From an optimization exercise on the open Yosys and OpenROAD flow, aimed at small area and a short achievable clock period; shortcuts taken in it are not production practice. Where RTL was checked, it was by simulation tests only, not by an equivalence proof against the original. Only the layout flow was run in runs 1 and 6; the RTL was not checked for function there. Power figures rest on the tool's default switching activity, not on a simulated workload. The flow treats the clock pin as an ideal source, which a real chip does not have.

## design/flow/config.mk

```make
export PLATFORM = sky130hd
export DESIGN_NAME = edge_detection_top
export DESIGN_NICKNAME = edge_detection_top
export VERILOG_FILES = /design/flow/design.v
export SDC_FILE = /design/flow/constraint.sdc
export NUM_CORES = 4
export LEC_CHECK = 0
export CAP_MARGIN = 35
export CORE_MARGIN = 2
export CORE_UTILIZATION = 65
export CTS_CLUSTER_DIAMETER = 100
export CTS_CLUSTER_SIZE = 30
export SETUP_SLACK_MARGIN = 5
export SLEW_MARGIN = 30
```

## design/flow/constraint.sdc

```tcl
create_clock -name core_clock -period 7.5 [get_ports {clk}]
set_input_delay 1.5000 -clock core_clock [delete_from_list [all_inputs] [get_ports {clk}]]
set_output_delay 1.5000 -clock core_clock [all_outputs]
set_load 0.01 [all_outputs]
```

## design/flow/design.v

```verilog
module image_buffer #(
    parameter IMAGE_WIDTH = 128
)(
    input  wire        clk,
    input  wire        reset,
    input  wire [7:0]  pixel_in,
    input  wire        pixel_valid,
    output wire [23:0] column,
    output wire        column_valid,   
    output wire        column_window   
);
    localparam N = 2 * IMAGE_WIDTH;
    reg  [7:0]     pix_r;
    reg            pix_v;
    reg  [8*N-1:0] chain;    
    reg  [6:0]     x_count;
    reg  [1:0]     y_count;  
    always @(posedge clk)
        pix_r <= pixel_in;
    always @(posedge clk or posedge reset) begin
        if (reset)
            pix_v <= 1'b0;
        else
            pix_v <= pixel_valid;
    end
    always @(posedge clk) begin
        if (pix_v)
            chain <= {chain[8*N-9:0], pix_r};
    end
    always @(posedge clk or posedge reset) begin
        if (reset) begin
            x_count <= 7'd0;
            y_count <= 2'd0;
        end else if (pix_v) begin
            x_count <= x_count + 7'd1;
            if (x_count == 7'd127 && !y_count[1])
                y_count <= y_count + 2'd1;
        end
    end
    assign column        = {pix_r, chain[8*(IMAGE_WIDTH-1) +: 8], chain[8*(N-1) +: 8]};
    assign column_valid  = pix_v;
    assign column_window = pix_v && y_count[1] && (x_count[6:1] != 6'd0);
endmodule
module sobel_core (
    input  wire        clk,
    input  wire        reset,
    input  wire [23:0] column,         
    input  wire        column_valid,
    input  wire        column_window,
    output reg  [7:0]  edge_magnitude,
    output reg         magnitude_valid
);
    wire [7:0] c = column[23:16];
    wire [7:0] b = column[15:8];
    wire [7:0] a = column[7:0];
    reg        [9:0] u1;
    reg signed [8:0] d1;
    reg              v1, w1;
    always @(posedge clk) begin
        u1 <= {2'b00, a} + {1'b0, b, 1'b0} + {2'b00, c};
        d1 <= $signed({1'b0, c}) - $signed({1'b0, a});
    end
    reg        [9:0]  uh0, uh1;
    reg signed [8:0]  dh0, dh1;
    reg signed [10:0] gx2, gy2;
    reg               w2;
    always @(posedge clk) begin
        if (v1) begin
            uh0 <= u1;  uh1 <= uh0;
            dh0 <= d1;  dh1 <= dh0;
        end
        gx2 <= $signed({1'b0, u1}) - $signed({1'b0, uh1});
        gy2 <= d1 + (dh0 <<< 1) + dh1;
    end
    wire        sx = gx2[10];
    wire        sy = gy2[10];
    wire [9:0]  ox = gx2[9:0] ^ {10{sx}};
    wire [9:0]  oy = gy2[9:0] ^ {10{sy}};
    wire [10:0] sum = {1'b0, ox} + {1'b0, oy} + {10'd0, sx} + {10'd0, sy};
    always @(posedge clk)
        edge_magnitude <= sum[7:0] | {8{sum[10:8] != 3'd0}};
    always @(posedge clk or posedge reset) begin
        if (reset) begin
            v1 <= 1'b0; w1 <= 1'b0; w2 <= 1'b0;
        end else begin
            v1 <= column_valid;
            w1 <= column_window;
            w2 <= w1;
        end
    end
    always @(posedge clk)
        magnitude_valid <= w2;
endmodule
module edge_detection_top #(
    parameter IMAGE_WIDTH = 128
)(
    input  wire        clk,
    input  wire        reset,
    input  wire [7:0]  image_data,
    input  wire        data_valid,
    output wire [7:0]  edge_output,
    output wire        edge_valid
);
    wire [23:0] column;
    wire        column_valid, column_window;
    image_buffer #(
        .IMAGE_WIDTH(IMAGE_WIDTH)
    ) image_buffer_inst (
        .clk(clk),
        .reset(reset),
        .pixel_in(image_data),
        .pixel_valid(data_valid),
        .column(column),
        .column_valid(column_valid),
        .column_window(column_window)
    );
    sobel_core sobel_core_inst (
        .clk(clk),
        .reset(reset),
        .column(column),
        .column_valid(column_valid),
        .column_window(column_window),
        .edge_magnitude(edge_output),
        .magnitude_valid(edge_valid)
    );
endmodule
```

## design/flow/run.sh

```bash
#!/bin/bash
# synth_recipe.tcl (not shown) runs the flow's synth.tcl, then flattens the netlist and writes it again
# the make line also repeats each setting of config.mk as NAME=value (left out here)
make -C /OpenROAD-flow-scripts/flow DESIGN_CONFIG=/design/flow/config.mk WORK_HOME=/design/flow/orfs CLKGATE_MAP_FILE= SYNTH_SCRIPT=/design/flow/synth_recipe.tcl finish
```

==> qor.yml, run 1 <==
nets: 2730
clk_pin_slew_ps: 110
worstPathRequired_ps: 8060
synth_edf_count: 2084
path_cells: "buf_4, xor2_2, ha_1, ha_4, o21ai_4, nor4_4, o211ai_1, o41a_1, nand4_4, or2_1"
worst_hold_path_type: "reg2reg"
syn_inst: 2498
layout_common_cells: "edfxtp_1, clkbuf_16, ha_1, clkbuf_1, dfxtp_1"
ys_warn_count: 2
cts_tree: "done"
cts_sinks: 2153
ys_ff_latch: 2153
crit_fanout: 8
setup.worst_path.class: "reg2reg"
timing_hold_violations_final: 0
ant_nets: 0
grt_pass1_wl_um: 116000
syn-num-nets: 2587
drtIter0Drc: 2152
cellPowerDensity_mw_per_mm2: 313
synthFlopType: "edfxtp_1"
first_global_vias: 20464
crit_path_end_kind: "flop"
fin_crit_sh_pct: 34.9
die_h_um: 325
tightest_slew_ps: 676
syn_to_final_growth_pct: 7.68
fmax_ghz: 0.382
route.vias.total: 21678
synthDistinctLibCells: 51
cts_buffers: 81
core_mm2: 0.102
cpPeakStageDelay_ps: 390
p_leak_nw: 24.0
drive_gt1_share_pct: 7.24
drc: 0
io_pins: 20
design.die.area_mm2: 0.105
clockRootBuffer: "clkbuf_16"
layout_commonest_cell: "edfxtp_1"
final_max_slew_viol_count: 0
rsz0062_at_grt: "yes"
hpwl_um: 33800
start_kind: "flop"
drtPass1Iterations: 4
cap_violations: 0
antennaDiodeCount: 0
place.gp.congestion: 0.780
wl_per_cell_um: 18.1
vdd_ir_drop_max_mv: 0.298
die_w_um: 325
track_usage_pct: 14.0
h-tree-depth: 3
fin_skew_ps: 22.4
final-setup-viol-count: 0
yosysSeqAreaShare_pct: 95.9
arrival_ps: 3170
io_buffers: 19
max-clock-path-buffers: 3
grt_max_degree: 217
crit_slowest_cell: "dfxtp_4"
overflow: 0
async_flop_share_pct: 0.604
slew_headroom_pct: 54.9
start_util_pct: 65.5
rows: 117
antenna_found_initial: 0
viasPerCell: 5.34
period_minus_slack_ps: 2610
clk_latency_ps: 680
netlist_area_mm2: 0.0668
tns_ps: 0
p_total_mw: 22.5
cts_hold_buf: 0
synth.avg_cell_area_um2: 26.7
routed_wl_um: 73500
outcome: "timing/DRC/antenna clean"
==> cell families after synthesis <==
kind of cell	Yosys count	share of synthesized area, %
compound gates	71	0.708
xor+xnor	54	0.708
fa+ha+maj	78	1.70
buf+inv	50	0.281
flops	2153	95.9
mux	4	0.0637
simple gates	88	0.667
==> power by group <==
group	switching, mW	internal, mW	leakage (nW)
sequential	0.284	14.1	21.0
combinational	1.61	1.27	1.83
clock	3.13	2.16	1.13
==> cells in the mapped netlist (3+ instances only) <==
cell type	instances	share of area [%]
a21o_1	7	0.079
o21ai_1	12	0.090
or3_1	3	0.028
xnor2_1	24	0.31
o21ai_0	3	0.022
dfxtp_1	56	1.7
inv_1	46	0.26
or2_2	3	0.028
a21oi_1	21	0.16
clkbuf_1	3	0.017
nor2_1	26	0.15
or2_1	3	0.028
nor3_1	5	0.037
ha_1	57	1.1
nand2_1	19	0.11
edfxtp_1	2084	94
xor2_1	30	0.39
dfrtp_1	13	0.49
nand2b_1	10	0.094
nand3_1	3	0.022
fa_1	21	0.63
o21bai_1	3	0.034
nor2b_1	9	0.084
==> worst paths after layout <==
kind	from	endpoint	slack (ps)	cells after the start
worst max register to register	sobel_core_inst.gy2[10]	sobel_core_inst.edge_magnitude[0]	4890	10
worst min-delay path	sobel_core_inst.w1	sobel_core_inst.w2	360	0
worst max-delay path	sobel_core_inst.gy2[10]	sobel_core_inst.edge_magnitude[0]	4890	10
worst min register to register	sobel_core_inst.w1	sobel_core_inst.w2	360	0
max in group asynchronous	reset	image_buffer_inst.pix_v	5960	2
min in group asynchronous	reset	image_buffer_inst.x_count[2]	1160	2
==> flip-flops by register name (all words and copies together) (netlist names), 9 cells and up <==
signal	cells
image_buffer_inst.chain	2048
sobel_core_inst.gy2	11
sobel_core_inst.gx2	10
sobel_core_inst.u1	10
sobel_core_inst.dh0	9
sobel_core_inst.dh1	9
sobel_core_inst.uh0	9
sobel_core_inst.uh1	9
==> through the flow <==
stage	setup slack, ps	cell area (um2)	hold slack, ps	utilization [%]	cells
6_report	4890	71900	361	70.6	4060
5_1_grt	4810	71900	381	70.6	4060
4_1_cts	4810	71700	363	70.3	4053
3_5_place_dp	4510	69000	338	67.7	3906
3_3_place_gp	4600	68900	328	67.6	3903
2_1_floorplan	-8460	66800	324	-	2498
==> per-layer routing <==
metal | part of all wire (%) | vias up | track usage, %
li1 | - | 10096 | -
met1 | 55 | 11193 | 25.6
met2 | 40 | 274 | 17.3
met3 | 3.3 | 115 | 2.49
met4 | 2.4 | 0 | 3.77
met5 | 0 | - | 0
==> final cells by class <==
| cell class | instances | area, um2 |
|---|---|---|
| tap | 1368 | 1710 |
| clock inverter | 2 | 25.0 |
| sequential | 2153 | 64000 |
| multi-input combinational | 295 | 2800 |
| clock buffer | 132 | 2320 |
| fill | 5986 | 30000 |
| inverter | 47 | 176 |
| timing repair buffer | 63 | 821 |
==> critical path, delay by kind of cell, from the launching register on <==
family / cells / cell delay [ps]
DFF: 1 / 390
and+or+nand+nor: 3 / 480
xor gates and xnor gates: 1 / 180
buffers and inverters: 1 / 150
adders and majority gates: 2 / 590
AOI/OAI and AO/OA: 3 / 720
==> repair_timing <==
item / in CTS / in global routing
buffers inserted: 12 / 3
pin swaps: 15 / 22
setup endpoints to repair: 649 / 142
gates cloned: 1 / 0
gates resized for setup: 76 / 26
==> inputs of run 2 (changes only) <==
--- a/design/flow/design.v
+++ b/design/flow/design.v
@@ -77,19 +77,27 @@
     wire [9:0]  ox = gx2[9:0] ^ {10{sx}};
     wire [9:0]  oy = gy2[9:0] ^ {10{sy}};
     wire [10:0] sum = {1'b0, ox} + {1'b0, oy} + {10'd0, sx} + {10'd0, sy};
+    reg  [7:0]  s3;
+    reg         big3;
+    reg         w3;
+    always @(posedge clk) begin
+        s3   <= sum[7:0];
+        big3 <= sum[10:8] != 3'd0;
+    end
     always @(posedge clk)
-        edge_magnitude <= sum[7:0] | {8{sum[10:8] != 3'd0}};
+        edge_magnitude <= s3 | {8{big3}};
     always @(posedge clk or posedge reset) begin
         if (reset) begin
-            v1 <= 1'b0; w1 <= 1'b0; w2 <= 1'b0;
+            v1 <= 1'b0; w1 <= 1'b0; w2 <= 1'b0; w3 <= 1'b0;
         end else begin
             v1 <= column_valid;
             w1 <= column_window;
             w2 <= w1;
+            w3 <= w2;
         end
     end
     always @(posedge clk)
-        magnitude_valid <= w2;
+        magnitude_valid <= w3;
 endmodule
 module edge_detection_top #(
     parameter IMAGE_WIDTH = 128
==> design/flow/flow/run.sh (new file) <==
#!/bin/bash
# The standard layout, with clock tree synthesis told not to add dummy
# load cells. Each tool's output goes to ORFS's own logs; make's output to
# make.log here.
set -euo pipefail
export CTS_ARGS="-sink_clustering_enable -repair_clock_nets -dont_use_dummy_load -sink_clustering_size 30 -sink_clustering_max_diameter 100"
bash standard.sh > make.log 2>&1
==> design/flow/standard.sh (new file) <==
#!/bin/bash
# synth_recipe.tcl (not shown) runs the flow's synth.tcl, then flattens the netlist and writes it again
# the make line also repeats each setting of config.mk as NAME=value (left out here)
make -C /OpenROAD-flow-scripts/flow DESIGN_CONFIG=/design/flow/config.mk WORK_HOME=/design/flow/orfs CLKGATE_MAP_FILE= SYNTH_SCRIPT=/design/flow/synth_recipe.tcl "${@:-finish}"
removed: design/flow/run.sh
==> run 2 against run 1 <==
Against the previous run:
- critical path depth shrank 9
- sequential power is essentially flat
- worst setup slack gained 4.6 ps
- largest power group unchanged
- synthesized cell count shrank 0.20%
- first-iteration DRC count grew 0.56%
- largest cell class unchanged
- power shrank 1.6%
- combinational power shrank 7.3%
- design area shrank 0.24%
==> qor.yml, run 2 <==
crit_family: "flip-flops"  # was compound AO/OA/AOI/OAI gates
hpwl_um: 35900  # was 33800 um
setup.worst_path.class: "reg2out"  # was reg2reg
grt_max_degree: 213  # was 217
timing_hold_violations_final: 0  # unchanged
crit_slowest_cell: "dfxtp_2"  # was dfxtp_4
viasPerCell: 5.43  # was 5.34
synth.top_cell.area_share_pct: 93.5  # was 93.7%
max-clock-path-buffers: 3  # unchanged
drtIter0Drc: 2164  # was 2152
biggestRegsByFlops: "image_buffer_inst.chain x2048, sobel_core_inst.gy2 x11"  # unchanged
cts_sinks: 2163  # was 2153
io_pins: 20  # unchanged
tns_ps: 0  # unchanged
start_kind: "flop"  # unchanged
period_minus_slack_ps: 2610  # about the same
p_total_mw: 22.2  # was 22.5 mW
fin_crit_sh_pct: 34.8  # was 34.9%
track_usage_pct: 14.1  # was 14.0%
synth_edf_count: 2084  # unchanged
ys_ff_latch: 2163  # was 2153
worstPathRequired_ps: 6000  # was 8060 ps
async_flop_share_pct: 0.647  # was 0.604%
synthFlopType: "edfxtp_1"  # unchanged
synth.avg_cell_area_um2: 26.8  # was 26.7 um2
ys_top_cells_by_count: "edfxtp_1, dfxtp_1, ha_1, inv_1, xor2_1"  # was edfxtp_1, ha_1, dfxtp_1, inv_1, xor2_1
n_fill_cell: 5924  # was 5986
antenna_found_initial: 5  # was 0
overflow: 0  # unchanged
yosysSeqAreaShare_pct: 96.0  # was 95.9%
drt-met1-wl_um: 40800  # was 40100 um
path_cells: "buf_6"  # was buf_4, xor2_2, ha_1, ha_4, o21ai_4, nor4_4, o211ai_1, o41a_1, nand4_4, or2_1
first_global_vias: 20773  # was 20464
worst_hold_path_type: "reg2reg"  # unchanged
drive_gt1_share_pct: 7.28  # was 7.24%
design.die.area_mm2: 0.106  # was 0.105 mm2
place_area_mm2: 0.0691  # was 0.0690 mm2
routed_wl_um: 75000  # was 73500 um
grt_pass1_wl_um: 117000  # was 116000 um
wl_per_cell_um: 18.7  # was 18.1 um
cp.buffers_inverters: 1  # unchanged
crit_path_end_kind: "output pin"  # was flop
netlist_area_mm2: 0.0669  # was 0.0668 mm2
syn_inst: 2493  # was 2498
start_util_pct: 65.7  # was 65.5%
die_w_um: 325  # about the same
p_leak_nw: 23.9  # was 24.0 nW
layout_commonest_cell: "edfxtp_1"  # unchanged
cts_tree: "done"  # unchanged
vdd_ir_drop_max_mv: 0.263  # was 0.298 mV
h-tree-depth: 3  # unchanged
layout_common_cells: "edfxtp_1, clkbuf_16, dfxtp_1, ha_1, inv_1"  # was edfxtp_1, clkbuf_16, ha_1, clkbuf_1, dfxtp_1
syn-num-nets: 2582  # was 2587
netlist.top_cell.by_area: "edfxtp_1"  # unchanged
fin_skew_ps: 62.8  # was 22.4 ps
clk_pin_slew_ps: 100  # was 110 ps
ys_warn_count: 2  # unchanged
synth.most_common_cell: "edfxtp_1"  # unchanged
cpPeakStageDelay_ps: 340  # was 390 ps
syn_to_final_growth_pct: 7.18  # was 7.68%
synthDistinctLibCells: 49  # was 51
arrival_ps: 1110  # was 3170 ps
ant_nets: 0  # unchanged
dr_wl_met3_um: 2110  # was 2420 um
clockRootBuffer: "clkbuf_16"  # unchanged
cellPowerDensity_mw_per_mm2: 309  # was 313 mW/mm2
cts_hold_buf: 0  # unchanged
rows: 117  # unchanged
cts_buffers: 82  # was 81
top_layer: "met4"  # unchanged
final_max_slew_viol_count: 0  # unchanged
drtPass1Iterations: 5  # was 4
tightest_slew_ps: 1110  # was 676 ps
fmax_ghz: 0.383  # was 0.382 GHz
crit_fanout: 1  # was 8
slew_headroom_pct: 26.3  # was 54.9%
final-setup-viol-count: 0  # unchanged
clk_latency_ps: 670  # was 680 ps
drc: 0  # unchanged
core_mm2: 0.102  # unchanged
pre_cts_slack_ps: 4430  # was 4510 ps
largest_register_ff_count: 2048  # unchanged
outcome: "timing/DRC/antenna clean"  # unchanged
hold_ws_ps: 346  # was 361 ps
largest_register: "image_buffer_inst.chain"  # unchanged
cap_violations: 0  # unchanged
dr_wl_met2_um: 30200  # was 29200 um
io_buffers: 19  # unchanged
nets: 2727  # was 2730
place.gp.congestion: 0.757  # was 0.780
die_h_um: 325  # about the same
final_area_mm2: 0.0717  # was 0.0719 mm2
antennaDiodeCount: 0  # unchanged
synthTopCellsByArea: "edfxtp_1, dfxtp_1, ha_1"  # unchanged
route.vias.total: 21729  # was 21678
rsz0062_at_grt: "yes"  # unchanged
timing.final.ws_setup_ps: 4890  # about the same
run 2: final cells by class:
type / instances / area, um2 / area share, %
sequential: 2163 / 64300 / 89.6
multi-input combinational: 285 / 2750 / 3.83
clock buffer: 82 / 2050 / 2.86
tap: 1368 / 1710 / 2.39
timing repair buffer: 64 / 816 / 1.14
inverter: 42 / 158 / 0.220
run 2: final timing paths:
path / startpoint / depth (start not counted) / end / slack (ps)
min: image_buffer_inst.chain[206] / 0 / image_buffer_inst.chain[214] / 350
max reg2reg: sobel_core_inst.gx2[10] / 10 / sobel_core_inst.big3 / 4990
min reg2reg: image_buffer_inst.chain[206] / 0 / image_buffer_inst.chain[214] / 350
min in group asynchronous: reset / 2 / image_buffer_inst.x_count[5] / 1200
max in group asynchronous: reset / 2 / image_buffer_inst.pix_v / 5900
max: sobel_core_inst.edge_magnitude[4] / 1 / edge_output[4] / 4890
run 2: cell families after synthesis:
| family | count (synthesis) | synth area share (%) |
|---|---|---|
| adder cells (fa/ha/maj) | 78 | 1.69 |
| buffers and inverters | 45 | 0.252 |
| AO/OA/AOI/OAI | 74 | 0.748 |
| multiplexers | 3 | 0.0467 |
| flip-flops | 2163 | 96.0 |
| AND/OR/NAND/NOR | 74 | 0.565 |
| XOR/XNOR | 56 | 0.733 |
run 2: stage by stage:
step	instances	util (%)
6_report	4004	70.4
4_1_cts	3987	70.0
3_3_place_gp	3896	67.8
3_5_place_dp	3897	67.8
5_1_grt	4004	70.4
2_1_floorplan	2493	-
run 2: power by group:
group          switching [mW]  internal (mW)
clock                    3.06           1.98
sequential              0.300           14.2
combinational            1.40           1.28
total                    4.76           17.4
run 2: what timing repair did:
action | 4_1_cts | 5_1_grt
cloned | 1 | 2
buffers inserted | 7 | 13
pin swaps | 6 | 22
hold endpoints to repair | 0 | 0
endpoints found under the setup margin | 1324 | 1025
resized for setup | 69 | 32
run 2: layer usage:
layer / up-vias / GRT usage [%]
met3: 123 / 2.31
met1: 11308 / 25.5
met4: 0 / 3.82
li1: 10064 / -
met5: - / 0
met2: 234 / 17.9
==> inputs of run 3 (changes only) <==
--- a/design/flow/config.mk
+++ b/design/flow/config.mk
@@ -5,6 +5,7 @@
 export SDC_FILE = /design/flow/constraint.sdc
 export NUM_CORES = 4
 export LEC_CHECK = 0
+export ABC_AREA = 1
 export CAP_MARGIN = 35
 export CORE_MARGIN = 2
 export CORE_UTILIZATION = 65
==> run 3 against run 2 <==
Against the previous run:
- sequential cell count is the same
- clock power about the same
- design area barely moved
- worst hold slack improved by 11 ps
- first-iteration DRC count increased by 16%
- critical path type unchanged
==> qor.yml, run 3 <==
netlist.top_cell.by_area: "edfxtp_1"  # unchanged
ys_top_cells_by_count: "edfxtp_1, nand2_1, inv_1, dfxtp_1, ha_1"  # was edfxtp_1, dfxtp_1, ha_1, inv_1, xor2_1
viasPerCell: 5.38  # was 5.43
die_h_um: 325  # about the same
grt_pass1_wl_um: 120000  # was 117000 um
arrival_ps: 1120  # was 1110 ps
vdd_ir_drop_max_mv: 0.239  # was 0.263 mV
crit_family: "flip-flops"  # unchanged
syn_inst: 2595  # was 2493
grt_busiest_layer: "met1"  # unchanged
max-clock-path-buffers: 3  # unchanged
power_frac_clock_pct: 23.4  # was 22.7%
outcome: "timing/DRC/antenna clean"  # unchanged
biggestRegsByFlops: "image_buffer_inst.chain x2048, sobel_core_inst.gy2 x11"  # unchanged
final_cells: 4092  # was 4004
final_max_slew_viol_count: 0  # unchanged
met3_usage_pct: 2.58  # was 2.31%
cp.buffers_inverters: 1  # unchanged
fmax_ghz: 0.382  # was 0.383 GHz
final-setup-viol-count: 0  # unchanged
timing_hold_violations_final: 0  # unchanged
intPower_mw: 16.9  # was 17.4 mW
timing.final.ws_setup_ps: 4880  # was 4890 ps
p_leak_nw: 24.2  # was 23.9 nW
clk_latency_ps: 670  # about the same
place_inst: 4001  # was 3897
fin_crit_sh_pct: 34.9  # was 34.8%
hpwl_um: 36800  # was 35900 um
tns_ps: 0  # unchanged
seqPwrFrac_pct: 67.1  # was 65.2%
clk_pin_slew_ps: 100  # about the same
route.vias.total: 22033  # was 21729
grt_max_degree: 198  # was 213
ant_nets: 0  # unchanged
synth.most_common_cell: "edfxtp_1"  # unchanged
layout_commonest_cell: "edfxtp_1"  # unchanged
use_met1_pct: 25.4  # was 25.5%
nets: 2815  # was 2727
drtPass1Iterations: 7  # was 5
io_pins: 20  # unchanged
period_minus_slack_ps: 2620  # was 2610 ps
pre_cts_slack_ps: 4640  # was 4430 ps
start_util_pct: 65.7  # about the same
cellPowerDensity_mw_per_mm2: 301  # was 309 mW/mm2
antenna_found_initial: 1  # was 5
rsz0062_at_grt: "yes"  # unchanged
largest_register_ff_count: 2048  # unchanged
layout_common_cells: "edfxtp_1, nand2_1, clkbuf_16, inv_1"  # was edfxtp_1, clkbuf_16, dfxtp_1, ha_1, inv_1
core_mm2: 0.102  # about the same
drc: 0  # unchanged
cpPeakStageDelay_ps: 330  # was 340 ps
start_kind: "flop"  # unchanged
ys_warn_count: 2  # unchanged
async_flop_share_pct: 0.647  # unchanged
grt_util_met2_pct: 18.9  # was 17.9%
crit_path_end_kind: "output pin"  # unchanged
synthFlopType: "edfxtp_1"  # unchanged
io_buffers: 19  # unchanged
netSwitchingFraction_pct: 21.7  # was 21.5%
yosysSeqAreaShare_pct: 95.6  # was 96.0%
fin_util_pct: 70.2  # was 70.4%
cap_violations: 0  # unchanged
syn-num-nets: 2684  # was 2582
synth.avg_cell_area_um2: 25.9  # was 26.8 um2
place_area_mm2: 0.0694  # was 0.0691 mm2
switchingPower_mw: 4.68  # was 4.76 mW
synthDistinctLibCells: 32  # was 49
synth_edf_count: 2084  # unchanged
design.die.area_mm2: 0.106  # about the same
setup.worst_path.class: "reg2out"  # unchanged
first_global_vias: 21154  # was 20773
tightest_slew_ps: 830  # was 1110 ps
netlist_area_mm2: 0.0672  # was 0.0669 mm2
fin_skew_ps: 56.6  # was 62.8 ps
wl_per_cell_um: 18.7  # about the same
drive_gt1_share_pct: 5.51  # was 7.28%
synthTopCellsByArea: "edfxtp_1, dfxtp_1, ha_1"  # unchanged
hold_ws_ps: 357  # was 346 ps
drtIter0Drc: 2507  # was 2164
die_w_um: 325  # about the same
routed_wl_um: 76500  # was 75000 um
cts_tree: "done"  # unchanged
crit_fanout: 1  # unchanged
p_total_mw: 21.6  # was 22.2 mW
rows: 117  # unchanged
final_area_mm2: 0.0717  # about the same
syn_to_final_growth_pct: 6.70  # was 7.18%
slew_headroom_pct: 44.7  # was 26.3%
largest_register: "image_buffer_inst.chain"  # unchanged
antennaDiodeCount: 0  # unchanged
synth.top_cell.area_share_pct: 93.1  # was 93.5%
path_cells: "buf_6"  # unchanged
clockRootBuffer: "clkbuf_16"  # unchanged
cts_buffers: 82  # unchanged
worstPathRequired_ps: 6000  # about the same
crit_slowest_cell: "dfxtp_2"  # unchanged
worst_hold_path_type: "reg2reg"  # unchanged
h-tree-depth: 3  # unchanged
ys_ff_latch: 2163  # unchanged
cts_sinks: 2163  # unchanged
overflow: 0  # unchanged
combPwrFrac_pct: 9.5  # was 12.1%
place.gp.congestion: 0.802  # was 0.757
track_usage_pct: 14.4  # was 14.1%
[run 3: cell families after synthesis]
kind of cell / count (synthesis) / synth area share [%]
buf+inv: 78 / 0.440
flops: 2163 / 95.6
simple gates: 166 / 1.07
xor+xnor: 53 / 0.691
fa+ha+maj: 78 / 1.69
compound gates: 57 / 0.503
[run 3: worst paths after layout]
| check | start | end | slack [ps] | depth (start not counted) |
|---|---|---|---|---|
| setup / recovery | sobel_core_inst.edge_magnitude[6] | edge_output[6] | 4880 | 1 |
| hold / removal | image_buffer_inst.chain[115] | image_buffer_inst.chain[123] | 360 | 0 |
| setup reg to reg | sobel_core_inst.gy2[10] | sobel_core_inst.big3 | 5120 | 11 |
| hold reg to reg | image_buffer_inst.chain[115] | image_buffer_inst.chain[123] | 360 | 0 |
| max in group asynchronous | reset | image_buffer_inst.pix_v | 5790 | 2 |
| min in group asynchronous | reset | sobel_core_inst.v1 | 1230 | 2 |
[run 3: routing by layer]
metal	share of wire (%)	routed length (um)
met5	0	0
met4	2.3	1730
met3	3.2	2430
met2	41	31700
met1	53	40700
[run 3: timing repair]
| item | in CTS | in global routing |
|---|---|---|
| setup buffers | 1 | 2 |
| hold buffers | 0 | 0 |
| endpoints found under the setup margin | 1243 | 875 |
| cloned | 1 | 4 |
| resized for setup | 48 | 11 |
[run 3: layout make-up]
class | count | area (um2)
Clock buffer | 82 | 2050
Fill cell | 6055 | 30500
Inverter | 75 | 282
Multi-Input combinational cell | 354 | 2660
Sequential cell | 2163 | 64200
Tap cell | 1368 | 1710
Timing Repair Buffer | 50 | 728
[run 3: power by group through the flow]
stage                     Clock (mW)  Sequential [mW]  Combinational [mW]
after global placement             0             14.7                1.90
final                           5.05             14.5                2.05
after CTS                       5.31             14.5                1.99
after detailed placement           0             14.7                1.98
after global routing            5.68             14.6                2.32
after floorplan                    0             15.0                1.37
==> inputs of run 4 (changes only) <==
==> design/flow/flow/run.sh (replaced) <==
#!/bin/bash
# The standard layout, with clock tree synthesis told not to add dummy
# load cells. Each tool's output goes to ORFS's own logs; make's output to
# make.log here.
set -euo pipefail
export CTS_ARGS="-sink_clustering_enable -repair_clock_nets -dont_use_dummy_load -sink_clustering_size 36 -sink_clustering_max_diameter 80"
bash standard.sh > make.log 2>&1
--- a/design/flow/config.mk
+++ b/design/flow/config.mk
@@ -5,7 +5,6 @@
 export SDC_FILE = /design/flow/constraint.sdc
 export NUM_CORES = 4
 export LEC_CHECK = 0
-export ABC_AREA = 1
 export CAP_MARGIN = 35
 export CORE_MARGIN = 2
 export CORE_UTILIZATION = 65
==> run 4 against run 3 <==
Against the previous run:
- global-route usage is 0.31 points lower
- worst setup slack better by 11 ps
- cell count shrank 2.7%
- design area shrank 0.53%
- sequential cell count stayed put
- largest power group unchanged
==> qor.yml, run 4 <==
synth.avg_cell_area_um2: 26.8  # was 25.9 um2
async_flop_share_pct: 0.647  # unchanged
cp.buffers_inverters: 1  # unchanged
synth-simple-area-share_pct: 0.565  # was 1.07%
place_inst: 3897  # was 4001
drtIter0Drc: 2194  # was 2507
rows: 117  # unchanged
clockRootBuffer: "clkbuf_16"  # unchanged
synth_mux_area_share_pct: 0.0467  # was 0%
io_pins: 20  # unchanged
synthTopCellsByArea: "edfxtp_1, dfxtp_1, ha_1"  # unchanged
arrival_ps: 1100  # was 1120 ps
largest_register_ff_count: 2048  # unchanged
fmax_ghz: 0.384  # was 0.382 GHz
start_kind: "flop"  # unchanged
netlist_area_mm2: 0.0669  # was 0.0672 mm2
synth-xor-area-share_pct: 0.733  # was 0.691%
setup.worst_path.class: "reg2out"  # unchanged
synth-compound-area-share_pct: 0.748  # was 0.503%
cellPowerDensity_mw_per_mm2: 300  # was 301 mW/mm2
layout_commonest_cell: "edfxtp_1"  # unchanged
syn_to_final_growth_pct: 6.53  # was 6.70%
timing_hold_violations_final: 0  # unchanged
n_fill_cell: 5980  # was 6055
ant_nets: 0  # unchanged
synthAdderAreaFrac_pct: 1.69  # about the same
fin_util_pct: 70.0  # was 70.2%
cts_sinks: 2163  # unchanged
clk_pin_slew_ps: 110  # was 100 ps
wl_per_cell_um: 18.8  # was 18.7 um
crit_fanout: 1  # unchanged
synth_edf_count: 2084  # unchanged
drtPass1Iterations: 5  # was 7
design.die.area_mm2: 0.106  # about the same
vdd_ir_drop_max_mv: 0.229  # was 0.239 mV
tns_ps: 0  # unchanged
syn_inst: 2493  # was 2595
timing.final.ws_setup_ps: 4900  # was 4880 ps
largest_register: "image_buffer_inst.chain"  # unchanged
p_total_mw: 21.4  # was 21.6 mW
hpwl_um: 35900  # was 36800 um
core_mm2: 0.102  # about the same
worstPathRequired_ps: 6000  # about the same
period_minus_slack_ps: 2600  # was 2620 ps
track_usage_pct: 14.1  # was 14.4%
netlist.top_cell.by_area: "edfxtp_1"  # unchanged
drc: 0  # unchanged
worst_hold_path_type: "reg2reg"  # unchanged
die_w_um: 325  # about the same
cts_buffers: 70  # was 82
tightest_slew_ps: 1040  # was 830 ps
outcome: "timing/DRC/antenna clean"  # unchanged
p_leak_nw: 23.7  # was 24.2 nW
place.gp.congestion: 0.757  # was 0.802
pre_cts_slack_ps: 4430  # was 4640 ps
overflow: 0  # unchanged
ys_warn_count: 2  # unchanged
cap_violations: 0  # unchanged
max-clock-path-buffers: 3  # unchanged
biggestRegsByFlops: "image_buffer_inst.chain x2048, sobel_core_inst.gy2 x11"  # unchanged
synthFlopType: "edfxtp_1"  # unchanged
h-tree-depth: 3  # unchanged
fin_skew_ps: 49.0  # was 56.6 ps
ys_ff_latch: 2163  # unchanged
slew_headroom_pct: 30.5  # was 44.7%
antennaDiodeCount: 0  # unchanged
synth_top_family_by_area: "adder cells"  # unchanged
final_max_slew_viol_count: 0  # unchanged
synthDistinctLibCells: 49  # was 32
synth.most_common_cell: "edfxtp_1"  # unchanged
layout_common_cells: "edfxtp_1, clkbuf_16, dfxtp_1, ha_1, inv_1"  # was edfxtp_1, nand2_1, clkbuf_16, inv_1
viasPerCell: 5.39  # was 5.38
drive_gt1_share_pct: 6.12  # was 5.51%
routed_wl_um: 74800  # was 76500 um
crit_slowest_cell: "dfxtp_2"  # unchanged
final-setup-viol-count: 0  # unchanged
first_global_vias: 20598  # was 21154
crit_path_end_kind: "output pin"  # unchanged
route.vias.total: 21477  # was 22033
syn-num-nets: 2582  # was 2684
grt_pass1_wl_um: 117000  # was 120000 um
clk_latency_ps: 680  # was 670 ps
fin_crit_sh_pct: 34.7  # was 34.9%
synth.top_cell.area_share_pct: 93.5  # was 93.1%
antenna_found_initial: 3  # was 1
start_util_pct: 65.7  # about the same
yosysSeqAreaShare_pct: 96.0  # was 95.6%
grt_max_degree: 183  # was 198
cpPeakStageDelay_ps: 340  # was 330 ps
ys_top_cells_by_count: "edfxtp_1, dfxtp_1, ha_1, inv_1, xor2_1"  # was edfxtp_1, nand2_1, inv_1, dfxtp_1, ha_1
nets: 2704  # was 2815
io_buffers: 19  # unchanged
path_cells: "buf_6"  # unchanged
crit_family: "flip-flops"  # unchanged
final_cells: 3981  # was 4092
cts_tree: "done"  # unchanged
rsz0062_at_grt: "yes"  # unchanged
die_h_um: 325  # about the same
-- run 4: cell types whose count changed after synthesis, sizes merged, moves of 4 or more --
cell | before | now
a21o | 2 | 9
a21oi | 30 | 19
inv | 75 | 42
nand2 | 93 | 13
nand3 | 27 | 2
nand4 | 8 | 3
nor2 | 26 | 22
nor2b | 0 | 9
nor3 | 1 | 5
o21a | 1 | 5
xnor2 | 5 | 26
xor2 | 48 | 30
-- run 4: cell type report --
| class | count | area [um2] | area share (%) |
|---|---|---|---|
| Clock buffer | 70 | 1750 | 2.46 |
| Inverter | 42 | 158 | 0.221 |
| Multi-Input combinational cell | 285 | 2640 | 3.70 |
| Sequential cell | 2163 | 64300 | 90.1 |
| Tap cell | 1368 | 1710 | 2.40 |
| Timing Repair Buffer | 53 | 792 | 1.11 |
-- run 4: stage by stage --
| step | instance area [um2] | hold slack (ps) |
|---|---|---|
| final | 71300 | 367 |
| after global routing | 71300 | 372 |
| after CTS | 71100 | 368 |
| after detailed placement | 69100 | 335 |
| after global placement | 69100 | 336 |
| after floorplan | 66900 | 324 |
-- run 4: cell families (layout without fill, tap and decap cells) --
logic type               after synthesis  after routing
AO/OA/AOI/OAI                         74             74
XOR/XNOR                              56             56
adder cells (fa/ha/maj)               78             78
buffers and inverters                 45            165
flip-flops                          2163           2163
multiplexers                           3              3
AND/OR/NAND/NOR                       74             74
-- run 4: routing by layer --
layer	track usage (%)	vias to the layer above	share of wire (%)
met1	25.7	11189	55
met4	3.54	0	2.2
met5	0	-	0
met3	2.30	94	2.5
li1	-	10006	-
met2	17.9	188	40
-- run 4: worst paths after layout --
path	from	to	slack, ps	cells after the start
worst min register to register	sobel_core_inst.w1	sobel_core_inst.w2	370	0
min in group asynchronous	reset	image_buffer_inst.pix_v	1210	2
worst min-delay path	sobel_core_inst.w1	sobel_core_inst.w2	370	0
worst max register to register	sobel_core_inst.gy2[10]	sobel_core_inst.big3	4920	10
worst max-delay path	sobel_core_inst.edge_magnitude[5]	edge_output[5]	4900	1
max in group asynchronous	reset	image_buffer_inst.pix_v	5900	2
-- run 4: power breakdown --
part	total (mW)	switching, mW	leakage [nW]	internal, mW
Clock	4.70	2.99	0.863	1.71
Sequential	14.4	0.298	21.1	14.2
Combinational	2.26	1.26	1.76	0.999
Total	21.4	4.55	23.7	16.9
-- run 4: repair_timing --
action	CTS	global route
cloned	3	3
hold buffers	0	0
resized for setup	75	17
setup endpoints to repair	1325	622
pin swaps	5	3
buffers inserted	5	3
==> inputs of run 5 (changes only) <==
==> design/flow/flow/run.sh (replaced) <==
#!/bin/bash
# The standard layout, with clock tree synthesis told not to add dummy
# load cells. Each tool's output goes to ORFS's own logs; make's output to
# make.log here.
set -euo pipefail
export CTS_ARGS="-sink_clustering_enable -repair_clock_nets -dont_use_dummy_load -sink_clustering_size 20 -sink_clustering_max_diameter 60 -buf_list {sky130_fd_sc_hd__clkbuf_8 sky130_fd_sc_hd__clkbuf_16} -root_buf sky130_fd_sc_hd__clkbuf_16 -tree_buf sky130_fd_sc_hd__clkbuf_16 -sink_clustering_buffer sky130_fd_sc_hd__clkbuf_8"
bash standard.sh > make.log 2>&1
==> run 5 against run 4 <==
Against the previous run:
- worst setup slack got worse by 49 ps
- power is 2.2% higher
- maximum frequency fell by 1.8%
- critical endpoint unchanged
==> qor.yml, run 5 <==
synth.avg_cell_area_um2: 26.8  # unchanged
cpPeakStageDelay_ps: 340  # about the same
synthTopCellsByArea: "edfxtp_1, dfxtp_1, ha_1"  # unchanged
path_cells: "buf_6"  # unchanged
synthFlopType: "edfxtp_1"  # unchanged
fin_skew_ps: 33.2  # was 49.0 ps
grt_max_degree: 183  # unchanged
nets: 2774  # was 2704
viasPerCell: 5.40  # was 5.39
slew_headroom_pct: 31.9  # was 30.5%
async_flop_share_pct: 0.647  # unchanged
clockRootBuffer: "clkbuf_16"  # unchanged
ys_warn_count: 2  # unchanged
largest_register: "image_buffer_inst.chain"  # unchanged
die_h_um: 325  # unchanged
antennaDiodeCount: 0  # unchanged
drtPass1Iterations: 5  # unchanged
yosysSeqAreaShare_pct: 96.0  # unchanged
fmax_ghz: 0.377  # was 0.384 GHz
ys_top_cells_by_count: "edfxtp_1, dfxtp_1, ha_1, inv_1, xor2_1"  # unchanged
min_from: "sobel_core_inst.w1"  # unchanged
design.die.area_mm2: 0.106  # unchanged
track_usage_pct: 14.7  # was 14.1%
drtIter0Drc: 2252  # was 2194
multi_input_area_mm2: 0.00268  # was 0.00264 mm2
clk_latency_ps: 710  # was 680 ps
routed_wl_um: 76800  # was 74800 um
largest_register_ff_count: 2048  # unchanged
syn_to_final_growth_pct: 7.09  # was 6.53%
worst_hold_path_type: "reg2reg"  # unchanged
crit_start: "sobel_core_inst.edge_magnitude[5]"  # unchanged
cts_sinks: 2163  # unchanged
biggestRegsByFlops: "image_buffer_inst.chain x2048, sobel_core_inst.gy2 x11"  # unchanged
arrival_ps: 1150  # was 1100 ps
timing_hold_violations_final: 0  # unchanged
netlist.top_cell.by_area: "edfxtp_1"  # unchanged
final_max_slew_viol_count: 0  # unchanged
intPower_mw: 17.1  # was 16.9 mW
period_minus_slack_ps: 2650  # was 2600 ps
cellPowerDensity_mw_per_mm2: 305  # was 300 mW/mm2
start_util_pct: 65.7  # unchanged
place.gp.congestion: 0.757  # unchanged
worstPathRequired_ps: 6000  # about the same
crit_fanout: 1  # unchanged
outcome: "timing/DRC/antenna clean"  # unchanged
syn-num-nets: 2582  # unchanged
netSwitchingFraction_pct: 21.7  # was 21.2%
crit_family: "flip-flops"  # unchanged
core_mm2: 0.102  # unchanged
grt_pass1_wl_um: 120000  # was 117000 um
p_leak_nw: 24.0  # was 23.7 nW
ys_ff_latch: 2163  # unchanged
cap_violations: 0  # unchanged
h-tree-depth: 4  # was 3
pre_cts_slack_ps: 4430  # unchanged
fin_crit_sh_pct: 35.4  # was 34.7%
cts_tree: "done"  # unchanged
cp.buffers_inverters: 1  # unchanged
cts_hold_buf: 0  # unchanged
antenna_found_initial: 2  # was 3
clk_pin_slew_ps: 110  # about the same
synthDistinctLibCells: 49  # unchanged
final-setup-viol-count: 0  # unchanged
synth_edf_count: 2084  # unchanged
setup.worst_path.class: "reg2out"  # unchanged
fin_util_pct: 70.3  # was 70.0%
switchingPower_mw: 4.74  # was 4.55 mW
drc: 0  # unchanged
combPwrFrac_pct: 11.4  # was 10.6%
die_w_um: 325  # unchanged
io_pins: 20  # unchanged
power_frac_clock_pct: 22.5  # was 21.9%
netlist_area_mm2: 0.0669  # unchanged
seqPwrFrac_pct: 66.1  # was 67.5%
synth.top_cell.area_share_pct: 93.5  # unchanged
layout_common_cells: "edfxtp_1, clkbuf_8, dfxtp_1, ha_1, inv_1"  # was edfxtp_1, clkbuf_16, dfxtp_1, ha_1, inv_1
tns_ps: 0  # unchanged
seq_area_mm2: 0.0643  # unchanged
ant_nets: 0  # unchanged
hpwl_um: 35900  # unchanged
n_fill_cell: 5920  # was 5980
cts_buffers: 132  # was 70
overflow: 0  # unchanged
route.vias.total: 21881  # was 21477
wl_per_cell_um: 19.0  # was 18.8 um
p_total_mw: 21.9  # was 21.4 mW
crit_slowest_cell: "dfxtp_2"  # unchanged
rsz0062_at_grt: "yes"  # unchanged
rows: 117  # unchanged
r2r-start: "sobel_core_inst.gy2[10]"  # unchanged
max-clock-path-buffers: 3  # unchanged
syn_inst: 2493  # unchanged
synth.most_common_cell: "edfxtp_1"  # unchanged
drive_gt1_share_pct: 8.80  # was 6.12%
final_area_mm2: 0.0717  # was 0.0713 mm2
first_global_vias: 21381  # was 20598
vdd_ir_drop_max_mv: 0.259  # was 0.229 mV
timing.final.ws_setup_ps: 4850  # was 4900 ps
layout_commonest_cell: "edfxtp_1"  # unchanged
io_buffers: 19  # unchanged
crit_path_end_kind: "output pin"  # unchanged
start_kind: "flop"  # unchanged
place_area_mm2: 0.0691  # unchanged
tightest_slew_ps: 1020  # was 1040 ps
==> run 5: changes by cell type in the layout (fill, tap and decap cells not counted), moves of 3 or more <==
cell	delta
buf_4	+7
clkbuf_16	-54
clkbuf_8	+115
ha_4	+3
==> run 5: routing by layer <==
| layer | part of all wire [%] | global-route usage [%] | wire (um) | vias up |
|---|---|---|---|---|
| met3 | 3.3 | 2.68 | 2540 | 131 |
| met4 | 2.5 | 5.43 | 1880 | 0 |
| met1 | 54 | 25.9 | 41400 | 11315 |
| li1 | - | - | - | 10138 |
| met2 | 40 | 18.5 | 31000 | 297 |
| met5 | 0 | 0 | 0 | - |
==> run 5: logic make-up after synthesis <==
logic type,after synthesis,synth area share (%)
compound gates,74,0.748
xor+xnor,56,0.733
fa+ha+maj,78,1.69
buf+inv,45,0.252
flops,2163,96.0
mux,3,0.0467
simple gates,74,0.565
==> run 5: worst paths after layout <==
check / end / slack [ps] / cells past startpoint
hold / removal: sobel_core_inst.w2 / 360 / 0
max in group asynchronous: image_buffer_inst.pix_v / 5960 / 2
setup reg to reg: sobel_core_inst.big3 / 4980 / 10
min in group asynchronous: image_buffer_inst.x_count[5] / 1150 / 2
setup / recovery: edge_output[5] / 4850 / 1
hold reg to reg: sobel_core_inst.w2 / 360 / 0
==> run 5: cell type report <==
type,instances,area share (%)
timing repair buffer,61,1.20
multi-input combinational,285,3.74
clock buffer,132,2.80
inverter,42,0.220
sequential,2163,89.6
tap,1368,2.39
==> run 5: worst reg2reg max path: stages, from the launching register on <==
cell,delay [ps]
dfxtp_4,390
buf_6,140
xor2_1,160
ha_1,340
ha_4,310
a211oi_2,70
o21bai_2,180
a21oi_2,80
or3b_1,410
a211o_1,280
nand4_1,90
==> run 5: what timing repair did <==
| action | 4_1_cts | 5_1_grt |
|---|---|---|
| pin swaps | 9 | 20 |
| endpoints found under the setup margin | 1326 | 467 |
| setup buffers | 8 | 8 |
| gates cloned | 4 | 2 |
| endpoints found under the hold margin | 0 | 0 |
| gates resized for setup | 73 | 28 |
==> run 5: through the flow <==
step,cells,hold slack [ps]
floorplan,2493,324
global placement,3896,336
detailed placement,3897,335
CTS,4041,361
global route,4051,382
finish,4051,359
==> run 5: power groups by stage <==
stage / registers, mW / logic, mW / clock network [mW]
finish: 14.4 / 2.50 / 4.92
global route: 14.5 / 2.75 / 5.61
CTS: 14.5 / 2.21 / 5.20
detailed placement: 14.7 / 1.97 / 0
global placement: 14.7 / 1.86 / 0
floorplan: 15.0 / 1.37 / 0
==> inputs of run 6 (changes only) <==
--- a/design/flow/design.v
+++ b/design/flow/design.v
@@ -10,36 +10,26 @@
     output wire        column_window   
 );
     localparam N = 2 * IMAGE_WIDTH;
-    reg  [7:0]     pix_r;
-    reg            pix_v;
     reg  [8*N-1:0] chain;    
     reg  [6:0]     x_count;
     reg  [1:0]     y_count;  
-    always @(posedge clk)
-        pix_r <= pixel_in;
-    always @(posedge clk or posedge reset) begin
-        if (reset)
-            pix_v <= 1'b0;
-        else
-            pix_v <= pixel_valid;
-    end
     always @(posedge clk) begin
-        if (pix_v)
-            chain <= {chain[8*N-9:0], pix_r};
+        if (pixel_valid)
+            chain <= {chain[8*N-9:0], pixel_in};
     end
     always @(posedge clk or posedge reset) begin
         if (reset) begin
             x_count <= 7'd0;
             y_count <= 2'd0;
-        end else if (pix_v) begin
+        end else if (pixel_valid) begin
             x_count <= x_count + 7'd1;
             if (x_count == 7'd127 && !y_count[1])
                 y_count <= y_count + 2'd1;
         end
     end
-    assign column        = {pix_r, chain[8*(IMAGE_WIDTH-1) +: 8], chain[8*(N-1) +: 8]};
-    assign column_valid  = pix_v;
-    assign column_window = pix_v && y_count[1] && (x_count[6:1] != 6'd0);
+    assign column        = {pixel_in, chain[8*(IMAGE_WIDTH-1) +: 8], chain[8*(N-1) +: 8]};
+    assign column_valid  = pixel_valid;
+    assign column_window = pixel_valid && y_count[1] && (x_count[6:1] != 6'd0);
 endmodule
 module sobel_core (
     input  wire        clk,
==> design/flow/run.sh (new file) <==
#!/bin/bash
# synth_recipe.tcl (not shown) runs the flow's synth.tcl, then flattens the netlist and writes it again
# the make line also repeats each setting of config.mk as NAME=value (left out here)
make -C /OpenROAD-flow-scripts/flow DESIGN_CONFIG=/design/flow/config.mk WORK_HOME=/design/flow/orfs CLKGATE_MAP_FILE= SYNTH_SCRIPT=/design/flow/synth_recipe.tcl finish
removed: design/flow/flow/run.sh
removed: design/flow/standard.sh
==> run 6 against run 5 <==
Against the previous run:
- largest cell class unchanged
- clock skew shrank 16 ps
- via count shrank 0.73%
- design area grew 0.25%
- non-clock buffer count unchanged
- still clean
- area after synthesis fell by 0.28%
- utilization increased by 0.28 points
- register-to-register slack improved by 90 ps
- synthesized cell count shrank 0.36%
- maximum frequency fell by 2.3%
- worst setup slack lost 64 ps
- clock-buffer cell count increased by 9
==> qor.yml, run 6 <==
netSwitchingFraction_pct: 21.4  # was 21.7%
drive_gt1_share_pct: 7.93  # was 8.80%
cts_hold_buf: 0  # unchanged
fin_skew_ps: 16.8  # was 33.2 ps
seq_area_mm2: 0.0641  # was 0.0643 mm2
drtIter0Drc: 2203  # was 2252
seqPwrFrac_pct: 64.9  # was 66.1%
cellPowerDensity_mw_per_mm2: 309  # was 305 mW/mm2
start_kind: "input port"  # was flop
syn-num-nets: 2573  # was 2582
tns_ps: 0  # unchanged
slew_headroom_pct: 34.0  # was 31.9%
synthDistinctLibCells: 49  # unchanged
ys_top_cells_by_count: "edfxtp_1, dfxtp_1, ha_1, inv_1, xor2_1"  # unchanged
rows: 117  # unchanged
synthFlopType: "edfxtp_1"  # unchanged
h-tree-depth: 3  # was 4
worstPathRequired_ps: 8090  # was 6000 ps
max-clock-path-buffers: 3  # unchanged
synth.avg_cell_area_um2: 26.9  # was 26.8 um2
grt_max_degree: 187  # was 183
routed_wl_um: 76500  # was 76800 um
fin_crit_sh_pct: 36.2  # was 35.4%
async_flop_share_pct: 0.604  # was 0.647%
yosysSeqAreaShare_pct: 96.0  # about the same
ff2ff_path_depth: 10  # unchanged
ys_ff_latch: 2154  # was 2163
multi_input_area_mm2: 0.00278  # was 0.00268 mm2
nets: 2714  # was 2774
clockRootBuffer: "clkbuf_16"  # unchanged
layout_common_cells: "edfxtp_1, clkbuf_16, clkbuf_1, dfxtp_1, ha_1"  # was edfxtp_1, clkbuf_8, dfxtp_1, ha_1, inv_1
synthTopCellsByArea: "edfxtp_1, dfxtp_1, ha_1"  # unchanged
die_h_um: 324  # was 325 um
crit_fanout: 3  # was 1
period_minus_slack_ps: 2720  # was 2650 ps
min_to: "sobel_core_inst.magnitude_valid"  # was sobel_core_inst.w2
outcome: "timing/DRC/antenna clean"  # unchanged
tightest_slew_ps: 990  # was 1020 ps
first_global_vias: 20644  # was 21381
biggestRegsByFlops: "image_buffer_inst.chain x2048, sobel_core_inst.gy2 x11"  # unchanged
synth.top_cell.area_share_pct: 93.8  # was 93.5%
overflow: 0  # unchanged
power_frac_clock_pct: 24.1  # was 22.5%
pre_cts_slack_ps: 3420  # was 4430 ps
crit_path_end_kind: "flop"  # was output pin
syn_to_final_growth_pct: 7.65  # was 7.09%
cts_tree: "done"  # unchanged
design.die.area_mm2: 0.105  # was 0.106 mm2
netlist.top_cell.by_area: "edfxtp_1"  # unchanged
cts_sinks: 2154  # was 2163
r2r-start: "sobel_core_inst.gx2[10]"  # was sobel_core_inst.gy2[10]
layout_commonest_cell: "edfxtp_1"  # unchanged
io_buffers: 19  # unchanged
clk_pin_slew_ps: 110  # about the same
ant_nets: 0  # unchanged
rsz0062_at_grt: "yes"  # unchanged
fin_util_pct: 70.6  # was 70.3%
intPower_mw: 17.4  # was 17.1 mW
combPwrFrac_pct: 11.0  # was 11.4%
track_usage_pct: 14.4  # was 14.7%
timing_hold_violations_final: 0  # unchanged
switchingPower_mw: 4.74  # about the same
drtPass1Iterations: 5  # unchanged
clk_latency_ps: 690  # was 710 ps
worst_hold_path_type: "reg2reg"  # unchanged
cts_buffers: 81  # was 132
drc: 0  # unchanged
grt_pass1_wl_um: 118000  # was 120000 um
fmax_ghz: 0.368  # was 0.377 GHz
netlist_area_mm2: 0.0667  # was 0.0669 mm2
viasPerCell: 5.36  # was 5.40
hpwl_um: 36100  # was 35900 um
place.gp.congestion: 0.730  # was 0.757
reg2reg_slack_ps: 5070  # was 4980 ps
start_util_pct: 65.6  # was 65.7%
die_w_um: 324  # was 325 um
final_max_slew_viol_count: 0  # unchanged
largest_register: "image_buffer_inst.chain"  # unchanged
p_leak_nw: 24.0  # about the same
ys_warn_count: 2  # unchanged
syn_inst: 2484  # was 2493
setup.worst_path.class: "in2reg"  # was reg2out
largest_register_ff_count: 2048  # unchanged
antenna_found_initial: 0  # was 2
timing.final.ws_setup_ps: 4780  # was 4850 ps
min_from: "sobel_core_inst.w3"  # was sobel_core_inst.w1
worstReg2RegEnd: "sobel_core_inst.big3"  # unchanged
vdd_ir_drop_max_mv: 0.294  # was 0.259 mV
hold_depth: 0  # unchanged
wl_per_cell_um: 18.9  # was 19.0 um
core_mm2: 0.102  # about the same
n_fill_cell: 5927  # was 5920
final-setup-viol-count: 0  # unchanged
synth_edf_count: 2084  # unchanged
arrival_ps: 3300  # was 1150 ps
cap_violations: 0  # unchanged
synth.most_common_cell: "edfxtp_1"  # unchanged
route.vias.total: 21722  # was 21881
io_pins: 20  # unchanged
==> run 6: worst max-delay path by stage <==
| stage | from | end | slack (ps) | cells after the start |
|---|---|---|---|---|
| 6_report | image_data[1] | sobel_core_inst.u1[7] | 4780 | 11 |
| 5_1_grt | image_data[1] | sobel_core_inst.u1[7] | 4750 | 11 |
| 4_1_cts | sobel_core_inst.edge_magnitude[7] | edge_output[7] | 4790 | 1 |
| 3_5_place_dp | image_data[1] | sobel_core_inst.u1[9] | 3420 | 11 |
| 3_3_place_gp | image_data[1] | sobel_core_inst.u1[7] | 3460 | 11 |
| 2_1_floorplan | image_data[1] | sobel_core_inst.u1[7] | 4290 | 10 |
==> run 6: what timing repair did <==
item,4_1_cts,5_1_grt
pin swaps,19,28
endpoints found under the setup margin,1111,291
resized for setup,95,34
cloned,1,1
buffers inserted,8,10
==> run 6: power by group through the flow <==
| stage | sequential, mW | clock (mW) | combinational, mW |
|---|---|---|---|
| after floorplan | 14.5 | 0 | 1.39 |
| after global placement | 14.7 | 0 | 1.84 |
| after detailed placement | 14.7 | 0 | 1.94 |
| after CTS | 14.4 | 5.60 | 2.13 |
| after global routing | 14.5 | 5.99 | 2.67 |
| final | 14.4 | 5.35 | 2.43 |
==> run 6: cells by family after synthesis <==
group | synth area share (%)
XOR/XNOR | 0.735
multiplexers | 0.0469
flip-flops | 96.0
adder cells (fa/ha/maj) | 1.70
AO/OA/AOI/OAI | 0.750
AND/OR/NAND/NOR | 0.566
buffers and inverters | 0.253
==> run 6: critical path, cell delays in order <==
cell and delay [ps]:
buf_12 110, fa_1 480, ha_2 190, inv_2 40
fa_2 330, nor2b_1 120, o21ai_1 70, nand2b_1 110
a21o_1 140, a21oi_2 80, xnor2_1 120
==> run 6: per-stage QoR <==
step | hold slack (ps) | area [um2] | cells | power (mW)
after floorplan | 324 | 66800 | 2484 | 15.9
after global placement | 338 | 69000 | 3889 | 16.5
after detailed placement | 327 | 69000 | 3890 | 16.6
after CTS | 353 | 71600 | 4043 | 22.2
after global routing | 359 | 71900 | 4054 | 23.1
final | 352 | 71900 | 4055 | 22.2
==> run 6: layout make-up <==
cell class / instances / area share, %
antenna: 1 / 0.00348
clock buffer: 141 / 3.31
clock inverter: 3 / 0.0261
inverter: 42 / 0.230
multi-input combinational: 285 / 3.87
sequential: 2154 / 89.2
tap: 1368 / 2.38
timing repair buffer: 61 / 1.02
==> run 6: metal layers <==
layer | share of wire, % | vias to the layer above | track usage (%)
met5 | 0 | - | 0
met4 | 2.1 | 0 | 3.79
met3 | 3.2 | 102 | 2.58
li1 | - | 10082 | -
met2 | 40 | 258 | 18.1
met1 | 54 | 11280 | 26.2
==> inputs of run 7 (changes only) <==
--- a/design/flow/design.v
+++ b/design/flow/design.v
@@ -10,26 +10,36 @@
     output wire        column_window   
 );
     localparam N = 2 * IMAGE_WIDTH;
+    reg  [7:0]     pix_r;
+    reg            pix_v;
     reg  [8*N-1:0] chain;    
     reg  [6:0]     x_count;
     reg  [1:0]     y_count;  
+    always @(posedge clk)
+        pix_r <= pixel_in;
+    always @(posedge clk or posedge reset) begin
+        if (reset)
+            pix_v <= 1'b0;
+        else
+            pix_v <= pixel_valid;
+    end
     always @(posedge clk) begin
-        if (pixel_valid)
-            chain <= {chain[8*N-9:0], pixel_in};
+        if (pix_v)
+            chain <= {chain[8*N-9:0], pix_r};
     end
     always @(posedge clk or posedge reset) begin
         if (reset) begin
             x_count <= 7'd0;
             y_count <= 2'd0;
-        end else if (pixel_valid) begin
+        end else if (pix_v) begin
             x_count <= x_count + 7'd1;
             if (x_count == 7'd127 && !y_count[1])
                 y_count <= y_count + 2'd1;
         end
     end
-    assign column        = {pixel_in, chain[8*(IMAGE_WIDTH-1) +: 8], chain[8*(N-1) +: 8]};
-    assign column_valid  = pixel_valid;
-    assign column_window = pixel_valid && y_count[1] && (x_count[6:1] != 6'd0);
+    assign column        = {pix_r, chain[8*(IMAGE_WIDTH-1) +: 8], chain[8*(N-1) +: 8]};
+    assign column_valid  = pix_v;
+    assign column_window = pix_v && y_count[1] && (x_count[6:1] != 6'd0);
 endmodule
 module sobel_core (
     input  wire        clk,
@@ -50,23 +60,25 @@
         u1 <= {2'b00, a} + {1'b0, b, 1'b0} + {2'b00, c};
         d1 <= $signed({1'b0, c}) - $signed({1'b0, a});
     end
-    reg        [9:0]  uh0, uh1;
-    reg signed [8:0]  dh0, dh1;
-    reg signed [10:0] gx2, gy2;
+    reg        [9:0]  uh0, uh1;    
+    reg signed [8:0]  dh0;         
+    reg signed [10:0] eh0;         
+    wire signed [10:0] gx = $signed({1'b0, u1}) - $signed({1'b0, uh1});
+    wire signed [10:0] gy = d1 + eh0;
+    reg        [9:0]  ox2, oy2;
+    reg               sx2, sy2;
     reg               w2;
     always @(posedge clk) begin
         if (v1) begin
             uh0 <= u1;  uh1 <= uh0;
-            dh0 <= d1;  dh1 <= dh0;
+            dh0 <= d1;  eh0 <= (d1 <<< 1) + dh0;
         end
-        gx2 <= $signed({1'b0, u1}) - $signed({1'b0, uh1});
-        gy2 <= d1 + (dh0 <<< 1) + dh1;
+        ox2 <= gx[9:0] ^ {10{gx[10]}};
+        oy2 <= gy[9:0] ^ {10{gy[10]}};
+        sx2 <= gx[10];
+        sy2 <= gy[10];
     end
-    wire        sx = gx2[10];
-    wire        sy = gy2[10];
-    wire [9:0]  ox = gx2[9:0] ^ {10{sx}};
-    wire [9:0]  oy = gy2[9:0] ^ {10{sy}};
-    wire [10:0] sum = {1'b0, ox} + {1'b0, oy} + {10'd0, sx} + {10'd0, sy};
+    wire [10:0] sum = {1'b0, ox2} + {1'b0, oy2} + {10'd0, sx2} + {10'd0, sy2};
     reg  [7:0]  s3;
     reg         big3;
     reg         w3;
==> design/flow/flow/run.sh (new file) <==
#!/bin/bash
# The standard layout, with clock tree synthesis told not to add dummy
# load cells. Each tool's output goes to ORFS's own logs; make's output to
# make.log here.
set -euo pipefail
export CTS_ARGS="-sink_clustering_enable -repair_clock_nets -dont_use_dummy_load -sink_clustering_size 30 -sink_clustering_max_diameter 80"
bash standard.sh > make.log 2>&1
==> design/flow/standard.sh (new file) <==
#!/bin/bash
# synth_recipe.tcl (not shown) runs the flow's synth.tcl, then flattens the netlist and writes it again
# the make line also repeats each setting of config.mk as NAME=value (left out here)
make -C /OpenROAD-flow-scripts/flow DESIGN_CONFIG=/design/flow/config.mk WORK_HOME=/design/flow/orfs CLKGATE_MAP_FILE= SYNTH_SCRIPT=/design/flow/synth_recipe.tcl "${@:-finish}"
removed: design/flow/run.sh
==> run 7 against run 6 <==
Against the previous run:
- sequential power about the same
- register-to-register slack hardly changed
- combinational power down 26%
- wire length shrank 1.5%
- still clean
- power shrank 3.9%
- cell count shrank 0.30%
- critical endpoint is now edge_output[1]
- first-iteration DRC count up 6.3%
- clock skew rose by 19 ps
- clock power decreased by 5.6%
- worst hold slack better by 14 ps
- worst setup slack better by 110 ps
- die area increased by 0.84%
==> qor.yml, run 7 <==
synth.top_cell.area_share_pct: 93.1  # was 93.8%
clockRootBuffer: "clkbuf_16"  # unchanged
synthFlopType: "edfxtp_1"  # unchanged
wl_per_cell_um: 18.6  # was 18.9 um
synthTopCellsByArea: "edfxtp_1, dfxtp_1, ha_1"  # unchanged
final_max_slew_viol_count: 0  # unchanged
cap_violations: 0  # unchanged
biggestRegsByFlops: "image_buffer_inst.chain x2048, sobel_core_inst.eh0 x11"  # was image_buffer_inst.chain x2048, sobel_core_inst.gy2 x11
n_fill_cell: 6074  # was 5927
grt_util_met2_pct: 18.1  # about the same
die_w_um: 326  # was 324 um
start_util_pct: 65.3  # was 65.6%
syn_inst: 2531  # was 2484
drtPass1Iterations: 5  # unchanged
worstPathRequired_ps: 6000  # was 8090 ps
antenna_found_initial: 2  # was 0
track_usage_pct: 14.1  # was 14.4%
async_flop_share_pct: 0.646  # was 0.604%
p_leak_nw: 24.0  # about the same
combPwrFrac_pct: 8.4  # was 11.0%
intPower_mw: 17.0  # was 17.4 mW
cpPeakStageDelay_ps: 320  # was 480 ps
crit_fanout: 1  # was 3
grt_busiest_layer: "met1"  # unchanged
design.die.area_mm2: 0.106  # was 0.105 mm2
antennaDiodeCount: 0  # was 1
yosysSeqAreaShare_pct: 95.5  # was 96.0%
period_minus_slack_ps: 2610  # was 2720 ps
place_inst: 3948  # was 3890
use_met1_pct: 25.4  # was 26.2%
syn_to_final_growth_pct: 6.81  # was 7.65%
cts_buffers: 82  # was 81
path_cells: "buf_2"  # was buf_12, fa_1, ha_2, inv_2, fa_2, nor2b_1, o21ai_1, nand2b_1, a21o_1, a21oi_2, xnor2_1
cellPowerDensity_mw_per_mm2: 296  # was 309 mW/mm2
largest_register_ff_count: 2048  # unchanged
core_mm2: 0.103  # was 0.102 mm2
synth_edf_count: 2086  # was 2084
outcome: "timing/DRC/antenna clean"  # unchanged
layout_commonest_cell: "edfxtp_1"  # unchanged
slew_headroom_pct: 38.3  # was 34.0%
rows: 118  # was 117
met3_usage_pct: 2.33  # was 2.58%
synth.most_common_cell: "edfxtp_1"  # unchanged
grt_pass1_wl_um: 117000  # was 118000 um
start_kind: "flop"  # was input port
drtIter0Drc: 2342  # was 2203
switchingPower_mw: 4.35  # was 4.74 mW
die_h_um: 326  # was 324 um
netlist.top_cell.by_area: "edfxtp_1"  # unchanged
clk_latency_ps: 680  # was 690 ps
io_pins: 20  # unchanged
ys_ff_latch: 2166  # was 2154
crit_family: "flip-flops"  # was adder cells
ys_warn_count: 2  # unchanged
io_buffers: 19  # unchanged
netlist_area_mm2: 0.0673  # was 0.0667 mm2
nets: 2756  # was 2714
h-tree-depth: 3  # unchanged
first_global_vias: 20653  # was 20644
power_frac_clock_pct: 23.7  # was 24.1%
cts_sinks: 2166  # was 2154
largest_register: "image_buffer_inst.chain"  # unchanged
rsz0062_at_grt: "yes"  # unchanged
fin_skew_ps: 36.1  # was 16.8 ps
route.vias.total: 21803  # was 21722
fin_crit_sh_pct: 34.8  # was 36.2%
final_cells: 4043  # was 4055
setup.worst_path.class: "reg2out"  # was in2reg
tightest_slew_ps: 925  # was 990 ps
viasPerCell: 5.39  # was 5.36
ant_nets: 0  # unchanged
drc: 0  # unchanged
overflow: 0  # unchanged
fmax_ghz: 0.383  # was 0.368 GHz
drive_gt1_share_pct: 6.31  # was 7.93%
timing_hold_violations_final: 0  # unchanged
final-setup-viol-count: 0  # unchanged
routed_wl_um: 75400  # was 76500 um
tns_ps: 0  # unchanged
netSwitchingFraction_pct: 20.4  # was 21.4%
cp.buffers_inverters: 1  # was 2
worst_hold_path_type: "reg2reg"  # unchanged
arrival_ps: 1110  # was 3300 ps
hold_ws_ps: 366  # was 352 ps
ys_top_cells_by_count: "edfxtp_1, dfxtp_1, ha_1, inv_1, xnor2_1"  # was edfxtp_1, dfxtp_1, ha_1, inv_1, xor2_1
cts_tree: "done"  # unchanged
vdd_ir_drop_max_mv: 0.228  # was 0.294 mV
grt_max_degree: 206  # was 187
clk_pin_slew_ps: 100  # was 110 ps
crit_path_end_kind: "output pin"  # was flop
seqPwrFrac_pct: 67.9  # was 64.9%
synthDistinctLibCells: 52  # was 49
hpwl_um: 36600  # was 36100 um
max-clock-path-buffers: 3  # unchanged
crit_slowest_cell: "dfxtp_1"  # was fa_1
place.gp.congestion: 0.748  # was 0.730
synth.avg_cell_area_um2: 26.6  # was 26.9 um2
syn-num-nets: 2622  # was 2573
layout_common_cells: "edfxtp_1, clkbuf_16, ha_1, dfxtp_1, inv_1"  # was edfxtp_1, clkbuf_16, clkbuf_1, dfxtp_1, ha_1
-- run 7: per-stage QoR --
step,cell area [um2],worst slack [ps],power (mW),util (%)
after floorplan,67300,-8460,16.2,-
after global placement,69500,4480,16.3,67.4
after detailed placement,69500,4540,16.4,67.5
after CTS,71700,4820,21.5,69.5
after global routing,71900,4820,22.2,69.8
final,71900,4890,21.3,69.8
-- run 7: power by group through the flow --
stage / registers [mW] / logic [mW] / clock network, mW
global placement: 14.8 / 1.58 / 0
finish: 14.5 / 1.79 / 5.05
detailed placement: 14.8 / 1.64 / 0
floorplan: 15.1 / 1.16 / 0
CTS: 14.5 / 1.70 / 5.32
global route: 14.6 / 2.00 / 5.67
-- run 7: area by class of cell --
cell class                      count  area (um2)  area share [%]
Timing Repair Buffer               51         732            1.02
Inverter                           41         155           0.216
Clock buffer                       82        2050            2.85
Multi-Input combinational cell    323        2920            4.06
Tap cell                         1380        1730            2.40
Sequential cell                  2166       64300            89.5
-- run 7: path summary, 6_finish.rpt --
kind | start | end | slack, ps | cells past startpoint
worst max-delay path | sobel_core_inst.edge_magnitude[1] | edge_output[1] | 4890 | 1
worst min-delay path | sobel_core_inst.w2 | sobel_core_inst.w3 | 370 | 0
worst max register to register | sobel_core_inst.oy2[7] | sobel_core_inst.big3 | 5070 | 8
worst min register to register | sobel_core_inst.w2 | sobel_core_inst.w3 | 370 | 0
max in group asynchronous | reset | image_buffer_inst.pix_v | 5900 | 2
min in group asynchronous | reset | image_buffer_inst.x_count[2] | 1180 | 2
-- run 7: timing repair --
action                                  in CTS  in global routing
cloned                                       1                  3
endpoints found under the setup margin     375                773
hold buffers                                 0                  0
resized for setup                           50                 21
pin swaps                                    3                  7
buffers inserted                             4                  4
-- run 7: layer usage --
layer  vias to the layer above  wire [um]  part of all wire (%)
li1                      10177          -                     -
met2                       227      31100                    41
met4                         0       1350                   1.8
met3                        84       2620                   3.5
met5                         -          0                     0
met1                     11315      40300                    53
-- run 7: cell families after synthesis --
logic type               synth area share [%]
multiplexers                           0.0465
adder cells (fa/ha/maj)                  1.64
AND/OR/NAND/NOR                         0.604
XOR/XNOR                                0.961
flip-flops                               95.5
buffers and inverters                   0.253
AO/OA/AOI/OAI                           0.957

[static timing again, ports no longer ideal]
The flow's constraints put no driver on any port. The routed layouts listed below were extracted and timed again, unchanged, in two steps.
Step 1: set_driving_cell puts a clkbuf_16 on clk and a buf_2 on each other input, an assumption about the parent block.
Step 2 times the ports against the registers' clock, not the clock port: input delays grow and output delays shrink by t, the midpoint of the rising clock arrivals with the driver on.
Slacks: ideal ports / drivers / drivers and shift; pairs: ideal ports / drivers.
run	shift t [ns]	setup WS [ns]
run 1	0.736	4.885 / 4.821 / 4.885
run 2	0.709	4.890 / 4.822 / 4.994
run 3	0.717	4.884 / 4.815 / 5.115
run 4	0.720	4.896 / 4.830 / 4.925
run 5	0.766	4.847 / 4.780 / 4.983
run 6	0.741	4.783 / 4.735 / 3.994
run 7	0.726	4.891 / 4.827 / 5.066
After both steps setup and hold are still met in every run listed. The worst setup slack also covers recovery checks on asynchronous resets.
